Context: an optimization exercise on an open-source flow, tuned for small area and a short achievable clock period. The choices shown serve that exercise and are no tape-out recipe.
The RTL was checked by simulation tests, not by an equivalence proof against the original design.
No activity file was given, so power comes from the tool's default toggle rates.

## timer_top
module timer_top
( input wire sys_clk,
  input wire sys_rst_n,
  input wire tim_pwrite,
  input wire tim_psel,
  input wire tim_penable,
  input wire [11:0] tim_paddr,
  input wire [31:0] tim_pwdata,
  input wire [3:0] tim_pstrb,
  input wire dbg_mode,
  output wire [31:0] tim_prdata,
  output wire tim_int,
  output wire tim_pready,
  output wire tim_pslverr
);
Size: ~940 cells after synthesis, ~89 I/O pins.
clock: 5.0 ns
lec_check: 0
cap_margin: 20
core_margin: 2
core_utilization: 40
cts_buf_list: sky130_fd_sc_hd__clkbuf_8
setup_slack_margin: 2.6
slew_margin: 20
standard.sh (not shown) runs the stock make flow with config.mk's settings and CLKGATE_MAP_FILE= SYNTH_SCRIPT=/design/flow/synth_recipe.tcl, a recipe that flattens the netlist after the stock synthesis.
==> flow/flow/run.sh <==
#!/bin/bash
# Layout: the standard flow's synthesis script with its own ABC mapping script, then
# the standard flow for the remaining steps, with plain buffers on the
# ports. Each tool's output goes to a log file here.
set -euo pipefail
HERE=$(pwd)
export OWN_ABC_SCRIPT=$HERE/flow/abc_map.script
make -C $FLOW_HOME DESIGN_CONFIG=$FLOW_CONFIG WORK_HOME=$HERE/orfs CLKGATE_MAP_FILE= \
  SYNTH_SCRIPT=$HERE/flow/synth_own.tcl synth > $HERE/synth.log 2>&1
bash standard.sh "BUFFER_PORTS_ARGS=-buffer_cell sky130_fd_sc_hd__buf_2" finish > $HERE/standard.log 2>&1
==> flow/flow/abc_map.script <==
&get -n
&st
&dch
&nf
&st
&syn2
&if -g -K 6
&synch2
&nf
&st
&syn2
&if -g -K 6
&synch2
&nf
&st
&syn2
&if -g -K 6
&synch2
&nf
&st
&syn2
&if -g -K 6
&synch2
&nf
&st
&syn2
&if -g -K 6
&synch2
&nf
&put
topo
stime -c
upsize -c
dnsize -c
==> flow/flow/synth_own.tcl <==
# synth_recipe.tcl, with ABC's cell mapping run by flow/abc_map.script (ORFS's
# speed script without ABC's own buffering) and without the slow a222oi
# cell; the layout flow buffers and sizes.
proc synth {args} { yosys synth -nofsm -noshare {*}$args }
proc abc {args} {
  set i [lsearch -exact $args -script]
  if {$i >= 0} { lset args [expr {$i + 1}] $::env(OWN_ABC_SCRIPT) }
  lappend args -dont_use sky130_fd_sc_hd__a222oi_1
  yosys abc {*}$args
}
source $::env(SCRIPTS_DIR)/synth.tcl
# left out here: clear keep_hierarchy, flatten, clean up, hide names made inside functions, write 1_2_yosys.v
Change:
==> flow/flow/abc_map.script (replaced) <==
&get -n
&st
&dch -f
&nf
&put
topo
--- a/flow/flow/synth_own.tcl
+++ b/flow/flow/synth_own.tcl
@@ -1,5 +1,6 @@
-# synth_recipe.tcl, with ABC's cell mapping run by flow/abc_map.script (ORFS's
-# speed script without ABC's own buffering) and without the slow a222oi
-# cell; the layout flow buffers and sizes.
+# synth_recipe.tcl, with ABC's cell mapping run by flow/abc_map.script (a
+# delay-oriented mapping on choices from a full dch, without ABC's
+# restructuring and buffering) and without the slow a222oi cell; the layout
+# flow buffers and sizes.
 proc synth {args} { yosys synth -nofsm -noshare {*}$args }
 proc abc {args} {
--- a/flow/config.mk
+++ b/flow/config.mk
@@ -8,6 +8,6 @@
 export CAP_MARGIN = 20
 export CORE_MARGIN = 2
-export CORE_UTILIZATION = 40
+export CORE_UTILIZATION = 60
 export CTS_BUF_LIST = sky130_fd_sc_hd__clkbuf_8
-export SETUP_SLACK_MARGIN = 2.6
+export SETUP_SLACK_MARGIN = 2.35
 export SLEW_MARGIN = 20
=> Global-route usage goes up by 10 points; utilization goes up by 19 points; synthesized cell count goes down by 12%; wire length goes down by 18%; area after synthesis goes down by 5.6%; maximum frequency goes down by 1.8%; worst setup slack got worse by 0.047 ns.

timer_top, a different RTL version from the one above (not shown whole).
Size: roughly 910 cells after synthesis, about 160 flip-flops, ~89 I/O pins.
Settings: LEC_CHECK=0, CAP_MARGIN=20, CORE_MARGIN=2, CORE_UTILIZATION=40, CTS_BUF_LIST=sky130_fd_sc_hd__clkbuf_8, SETUP_SLACK_MARGIN=2.3, SLEW_MARGIN=20; clock period 5.0 ns.
==> flow/flow/abc_map.script <==
&get -n
&st
&dch
&nf
&st
&syn2
&if -g -K 6
&synch2
&nf
&st
&syn2
&if -g -K 6
&synch2
&nf
&st
&syn2
&if -g -K 6
&synch2
&nf
&st
&syn2
&if -g -K 6
&synch2
&nf
&st
&syn2
&if -g -K 6
&synch2
&nf
&put
topo
stime -c
upsize -c
dnsize -c
==> flow/flow/synth_own.tcl <==
# synth_recipe.tcl, with ABC's cell mapping run by flow/abc_map.script (ORFS's
# speed script without ABC's own buffering); the layout flow buffers and sizes.
proc synth {args} { yosys synth -nofsm -noshare {*}$args }
proc abc {args} {
  set i [lsearch -exact $args -script]
  if {$i >= 0} { lset args [expr {$i + 1}] $::env(OWN_ABC_SCRIPT) }
  yosys abc {*}$args
}
source $::env(SCRIPTS_DIR)/synth.tcl
# left out here: clear keep_hierarchy, flatten, clean up, hide names made inside functions, write 1_2_yosys.v
Scripts as last shown in full above: flow/flow/run.sh
The first run went through all stages and came out clean.
Edit:
==> flow/flow/abc_map.script (replaced) <==
&get -n
&st
&syn2
&dch -f
&nf -a -R 1000
&put
topo
--- a/flow/flow/synth_own.tcl
+++ b/flow/flow/synth_own.tcl
@@ -1,4 +1,4 @@
-# synth_recipe.tcl, with ABC's cell mapping run by flow/abc_map.script (ORFS's
-# speed script without ABC's own buffering); the layout flow buffers and sizes.
+# synth_recipe.tcl, with ABC's cell mapping run by flow/abc_map.script, an
+# area-oriented mapping; the layout flow buffers and sizes afterwards.
 proc synth {args} { yosys synth -nofsm -noshare {*}$args }
 proc abc {args} {
--- a/flow/config.mk
+++ b/flow/config.mk
@@ -10,4 +10,4 @@
 export CORE_UTILIZATION = 40
 export CTS_BUF_LIST = sky130_fd_sc_hd__clkbuf_8
-export SETUP_SLACK_MARGIN = 2.3
+export SETUP_SLACK_MARGIN = 2.0
 export SLEW_MARGIN = 20
Cell area drops by about 3%.
Die area drops by about 5%.
Core utilization climbs by 0.56 points.
Non-clock buffer count climbs by 6.
First-iteration DRC count climbs by 3.1%.
Power climbs by 4.0%.
Synthesized area drops by 4.9%.
Fmax drops by 18%.

port drivers added, routing unchanged:
The results above use ideal ports. As a check the final layouts listed here were re-extracted and re-timed, cells and wires unchanged.
Step 1: set_driving_cell puts a clkbuf_16 on sys_clk and a buf_2 on each other input, an assumption about the parent block.
Step 2, shift: input delay + t, output delay - t, t = (earliest + latest rising clock arrival at the registers) / 2. This alone moves slack from input paths to output paths.
Slacks: ideal / step 1 / step 2; pairs: ideal / step 1.
| run | shift t [ns] | setup slack, ns | worst setup path after step 2 | worst register clock-pin slew, ns | pins driven straight from the clock port |
|---|---|---|---|---|---|
| the first run of note 1 | 0.509 | 2.432 / 2.391 / 2.129 | input to register | 0.10 / 0.10 | 1 |
| the second run of note 1 | 0.506 | 2.385 / 2.349 / 2.023 | input to register | 0.09 / 0.09 | 1 |
| the first run of note 2 | 0.519 | 2.288 / 2.251 / 1.780 | input to register | 0.09 / 0.09 | 1 |
| the second run of note 2 | 0.511 | 1.708 / 1.708 / 1.197 | input to register | 0.10 / 0.10 | 1 |
After both steps every run listed still meets setup and hold. For the second run of note 2, which loses most, drivers alone change the setup slack by 0.000 ns; drivers and shift together by -0.511 ns.
